This is an optimization exercise on Yosys and OpenROAD, whose aim is small area and few clock cycles per item, not a production implementation.
Function was checked by simulation only, so behaviour that the tests miss may differ from the original.
No activity file was given, so power comes from the tool's default toggle rates.

==> exp/garnet: inputs <==
==> flow/design.v (excerpt) <==
module pipeline_division #(
  parameter int DIVINDED_WIDTH = 32,
  parameter int DIVISOR_WIDTH  = 32
)(
  input                           clk_i,
  input                           rst_i,
  input  [DIVINDED_WIDTH - 1 : 0] divinded_i,
  input  [DIVISOR_WIDTH - 1 : 0]  divisor_i,
  input                           valid_i,
  output                          ready_o,
  output [DIVINDED_WIDTH - 1 : 0] quotient_o,
  output [DIVISOR_WIDTH - 1 : 0]  reminder_o,
  output                          valid_o,
  input                           ready_i
);
logic [3:0] rem_0;
logic [31:0] sh_0;
logic [31:0] dv_0;
logic [5:0] rem_1;
logic [31:0] sh_1;
logic [31:0] dv_1;
logic [7:0] rem_2;
logic [31:0] sh_2;
logic [31:0] dv_2;
logic [9:0] rem_3;
logic [31:0] sh_3;
logic [31:0] dv_3;
logic [11:0] rem_4;
logic [31:0] sh_4;
logic [31:0] dv_4;
logic [13:0] rem_5;
logic [31:0] sh_5;
logic [31:0] dv_5;
logic [15:0] rem_6;
logic [31:0] sh_6;
logic [31:0] dv_6;
logic [17:0] rem_7;
logic [31:0] sh_7;
logic [31:0] dv_7;
logic [19:0] rem_8;
logic [31:0] sh_8;
logic [31:0] dv_8;
logic [21:0] rem_9;
logic [31:0] sh_9;
logic [31:0] dv_9;
logic [23:0] rem_10;
logic [31:0] sh_10;
logic [31:0] dv_10;
logic [25:0] rem_11;
logic [31:0] sh_11;
logic [31:0] dv_11;
logic [27:0] rem_12;
logic [31:0] sh_12;
  ...
==> flow/config.mk <==
export PLATFORM = sky130hd
export DESIGN_NAME = pipeline_division
export DESIGN_NICKNAME = pipeline_division
export VERILOG_FILES = /design/flow/design.v
export SDC_FILE = /design/flow/constraint.sdc
export NUM_CORES = 4
export LEC_CHECK = 0
export ABC_AREA = 1
export CAP_MARGIN = 20
export CORE_MARGIN = 2
export CORE_UTILIZATION = 45
export PLACE_DENSITY = 0.6
export SLEW_MARGIN = 20
==> flow/constraint.sdc <==
create_clock -name core_clock -period 5.0 [get_ports {clk_i}]
set_input_delay 1.0000 -clock core_clock [delete_from_list [all_inputs] [get_ports {clk_i}]]
set_output_delay 1.0000 -clock core_clock [all_outputs]
set_load 0.01 [all_outputs]
run.sh (not shown) runs the stock make flow with config.mk's settings and CLKGATE_MAP_FILE= SYNTH_SCRIPT=/design/flow/synth_recipe.tcl, a recipe that flattens the netlist after the stock synthesis.
==> exp/umber: changes against exp/garnet <==
--- a/flow/config.mk
+++ b/flow/config.mk
@@ -8,6 +8,9 @@
 export ABC_AREA = 1
 export CAP_MARGIN = 20
 export CORE_MARGIN = 2
-export CORE_UTILIZATION = 45
-export PLACE_DENSITY = 0.6
+export CORE_UTILIZATION = 65
+export CTS_BUF_LIST = sky130_fd_sc_hd__clkbuf_8
+export CTS_CLUSTER_DIAMETER = 80
+export CTS_CLUSTER_SIZE = 16
+export PLACE_DENSITY = 0.75
 export SLEW_MARGIN = 20
==> exp/raven: changes against exp/garnet <==
--- a/flow/config.mk
+++ b/flow/config.mk
@@ -8,6 +8,8 @@
 export ABC_AREA = 1
 export CAP_MARGIN = 20
 export CORE_MARGIN = 2
-export CORE_UTILIZATION = 45
-export PLACE_DENSITY = 0.6
+export CORE_UTILIZATION = 65
+export CTS_BUF_LIST = sky130_fd_sc_hd__clkbuf_4
+export CTS_CLUSTER_SIZE = 16
+export PLACE_DENSITY = 0.75
 export SLEW_MARGIN = 20
==> run notes <==
Core utilization: exp/garnet is lower than exp/umber (18 points).
The highest sequential share of layout area belongs to exp/umber, the lowest to exp/garnet.
The lowest clock power belongs to exp/umber, the highest to exp/garnet.
Against exp/raven, the final cell count of exp/garnet is higher by 3.7%.
Synthesized cell count is the same in exp/umber and exp/raven.
Design area: exp/garnet > exp/raven > exp/umber.
==> figures <==
                                                             exp/garnet       exp/raven       exp/umber
Outcome                                                  finished clean  finished clean  finished clean
Instance count on the critical path                                  27              29              24
Data-path buffer share of cell area in the final layout           3.23%           2.83%           2.93%
Path depth of the worst reg2reg path                                 27              29              24
Actual transition at the worst max-transition pin                789 ps         1070 ps         1020 ps
Antenna violations before repair                                      0               2               1
Clock buffer count                                                  166             446              88
CP Capture Point                                               rem_5[6]       rem_9[13]        rem_4[7]
Sequential share of cell area                                     49.0%           50.2%           51.9%
FF-to-FF End                                                   rem_5[6]       rem_9[13]        rem_4[7]
Worst reg2reg path startpoint                                   dv_4[0]         dv_8[3]         dv_3[0]
Req. time, crit path                                            5530 ps         5860 ps         5540 ps
Number of global-route vias before repair                         46282           47274           44858
Testbench counts of exp/garnet, summed over its fixed seeds: cycles 4,060, items 4,000.
Testbench counts of exp/umber, summed over its fixed seeds: cycles 4,060, items 4,000.
Testbench counts of exp/raven, summed over its fixed seeds: cycles 4,060, items 4,000.


==> run Y <==
pipeline_division, a different RTL version from the one above (not shown whole).
==> flow/config.mk <==
export PLATFORM = sky130hd
export DESIGN_NAME = pipeline_division
export DESIGN_NICKNAME = pipeline_division
export VERILOG_FILES = /design/flow/design.v
export SDC_FILE = /design/flow/constraint.sdc
export NUM_CORES = 4
export LEC_CHECK = 0
export ABC_AREA = 1
export CAP_MARGIN = 20
export CORE_MARGIN = 2
export CORE_UTILIZATION = 70
export CTS_BUF_LIST = sky130_fd_sc_hd__clkbuf_8
export CTS_CLUSTER_DIAMETER = 80
export CTS_CLUSTER_SIZE = 16
export PLACE_DENSITY = 0.8
export SLEW_MARGIN = 20
export SYNTH_HIERARCHICAL = 1
==> flow/constraint.sdc <==
create_clock -name core_clock -period 5.0 [get_ports {clk_i}]
set_input_delay 1.0000 -clock core_clock [delete_from_list [all_inputs] [get_ports {clk_i}]]
set_output_delay 1.0000 -clock core_clock [all_outputs]
set_load 0.01 [all_outputs]
==> inputs of run D, as changes to run Y <==
Settings changed: CORE_UTILIZATION 70 to 65, CTS_CLUSTER_DIAMETER 80 to not set, CTS_CLUSTER_SIZE 16 to 20, PLACE_DENSITY 0.8 to 0.75.
==> comparison table <==
| quantity | run D | run Y |
|---|---|---|
| Result of the run | timing/DRC/antenna clean | timing/DRC/antenna clean |
| Origin of the critical flop-to-flop path | dv_1[1] | dv_2[28] |
| Largest incremental delay on the critical path | 0.53 ns | 0.47 ns |
| Post-placement cell count | 8783 | 8668 |
| Pre-CTS setup slack | -0.0782 ns | -0.153 ns |
| CORE AREA | 94600 µm² | 87200 µm² |
| FMAX | 215 MHz | 214 MHz |
| Met1 Usage GRT | 30.5% | 35.1% |
| Worst R2R End | rem_2[1] | rem_3[11] |
| Logic power comb | 25.0 mW | 25.2 mW |
| Multi-input combinational area share | 39.2% | 40.5% |
| Initial detailed-routing violation count | 3141 | 3425 |
| Tap cells | 1265 | 1155 |
| P_int | 26.5 mW | 24.2 mW |
| Pwr Density | 721 nW/µm² | 704 nW/µm² |
| Row count | 113 | 108 |
| Clock power frac | 14.3% | 8.8% |
Testbench counts of run Y, summed over its fixed seeds: cycles 4,048, items 4,000.
Testbench counts of run D, summed over its fixed seeds: cycles 4,048, items 4,000.


==> inputs of v31 <==
Starting RTL as in the previous note.
Settings: LEC_CHECK=0, ABC_AREA=1, CAP_MARGIN=20, CORE_MARGIN=2, CORE_UTILIZATION=65, CTS_BUF_LIST=sky130_fd_sc_hd__clkbuf_8, CTS_CLUSTER_DIAMETER=80, CTS_CLUSTER_SIZE=16, PLACE_DENSITY=0.75, SLEW_MARGIN=20, SYNTH_HIERARCHICAL=1; clock period 5.0 ns.
==> inputs of v10, as changes to v31 <==
CORE_UTILIZATION = 75   (was 65)
CTS_CLUSTER_DIAMETER = default   (was 80)
CTS_CLUSTER_SIZE = 20   (was 16)
PLACE_DENSITY = 0.85   (was 0.75)
==> comparison table <==
R2r startpoint: v31 dv_1[6]; v10 dv_2[2]
Sequential power: v31 0.0168 W; v10 0.0170 W
Worst Hold End: v31 sh_8[6]; v10 sh_1[26]
Total GRT Usage: v31 26.2%; v10 32.2%
Pint: v31 0.0243 W; v10 0.0263 W
Via-per-instance ratio: v31 5.38; v10 5.69
Total half-perimeter wirelength after legalization and detailed placement: v31 98,700 um; v10 103,000 um
Global-route met1 utilization: v31 30.7%; v10 34.5%
Run status: v31 timing/DRC/antenna clean; v10 timing/DRC/antenna clean
GP Congestion: v31 0.902; v10 0.928
Area of combinational cells with multiple inputs: v31 26,600 um2; v10 26,500 um2
Number of DRC violations after detailed-routing iteration 0: v31 3,041; v10 3,688
M2 GR Usage: v31 48.7%; v10 59.7%
Number of antenna violations at the first check in global routing: v31 1; v10 4
Combinational gate power: v31 0.0250 W; v10 0.0254 W
Clock latency of the later-clocked register in the worst-skew pair: v31 0.78 ns; v10 0.88 ns
First-pass GRT wire length: v31 210,000 um; v10 223,000 um
CTS H-tree lvls: v31 3; v10 4
Die W: v31 312 um; v10 291 um
Die boundary height: v31 312 um; v10 291 um
Std cell rows: v31 113; v10 105
Met2 Wirelength: v31 66,100 um; v10 71,800 um
Logic depth of the worst register-to-register path: v31 32; v10 40
Testbench counts of v31, summed over its fixed seeds: cycles 4,048, items 4,000.
Testbench counts of v10, summed over its fixed seeds: cycles 4,048, items 4,000.

static timing again, ports no longer ideal:
The flow's constraints put no driver on any port. The routed layouts listed below were extracted and timed again, unchanged, in two steps. Step 1 sets driving cells, clkbuf_16 on the clock port and buf_2 on the other inputs (assumed; they add their load-dependent delay and slew). Step 2 adds t to the input delays and takes it off the output delays; t is the mean of the earliest and latest rising clock arrival at the registers after step 1. Input paths then give back, and output paths get back, about the clock's delay inside the block. a / b / c = no drivers / after step 1 / after step 2; a / b = the first two.
run | t, ns | setup WS [ns] | worst hold slack (ns) | slew at the worst register clock pin (ns) | cell pins on the clock port's net
exp/garnet | 0.835 | 0.473 / 0.473 / 0.132 | 0.396 / 0.396 / 0.396 | 0.06 / 0.06 | 1
exp/umber | 0.862 | 0.465 / 0.465 / -0.171 | 0.390 / 0.390 / 0.390 | 0.11 / 0.11 | 1
exp/raven | 1.203 | 0.367 / 0.367 / -0.067 | 0.162 / 0.108 / 0.370 | 0.08 / 0.08 | 1
run Y | 0.824 | 0.332 / 0.332 / -0.173 | 0.405 / 0.405 / 0.405 | 0.12 / 0.12 | 1
run D | 0.919 | 0.353 / 0.353 / -0.088 | 0.407 / 0.392 / 0.407 | 0.07 / 0.07 | 1
v31 | 0.827 | 0.297 / 0.297 / -0.039 | 0.394 / 0.394 / 0.394 | 0.11 / 0.11 | 1
v10 | 0.907 | 0.217 / 0.217 / -0.172 | 0.363 / 0.363 / 0.363 | 0.13 / 0.13 | 1
With both steps, setup timing fails in 6 of these runs, where it was met with ideal ports. The setup slack of exp/umber, which loses most, moves by 0.000 ns with the drivers and by -0.636 ns with both steps.
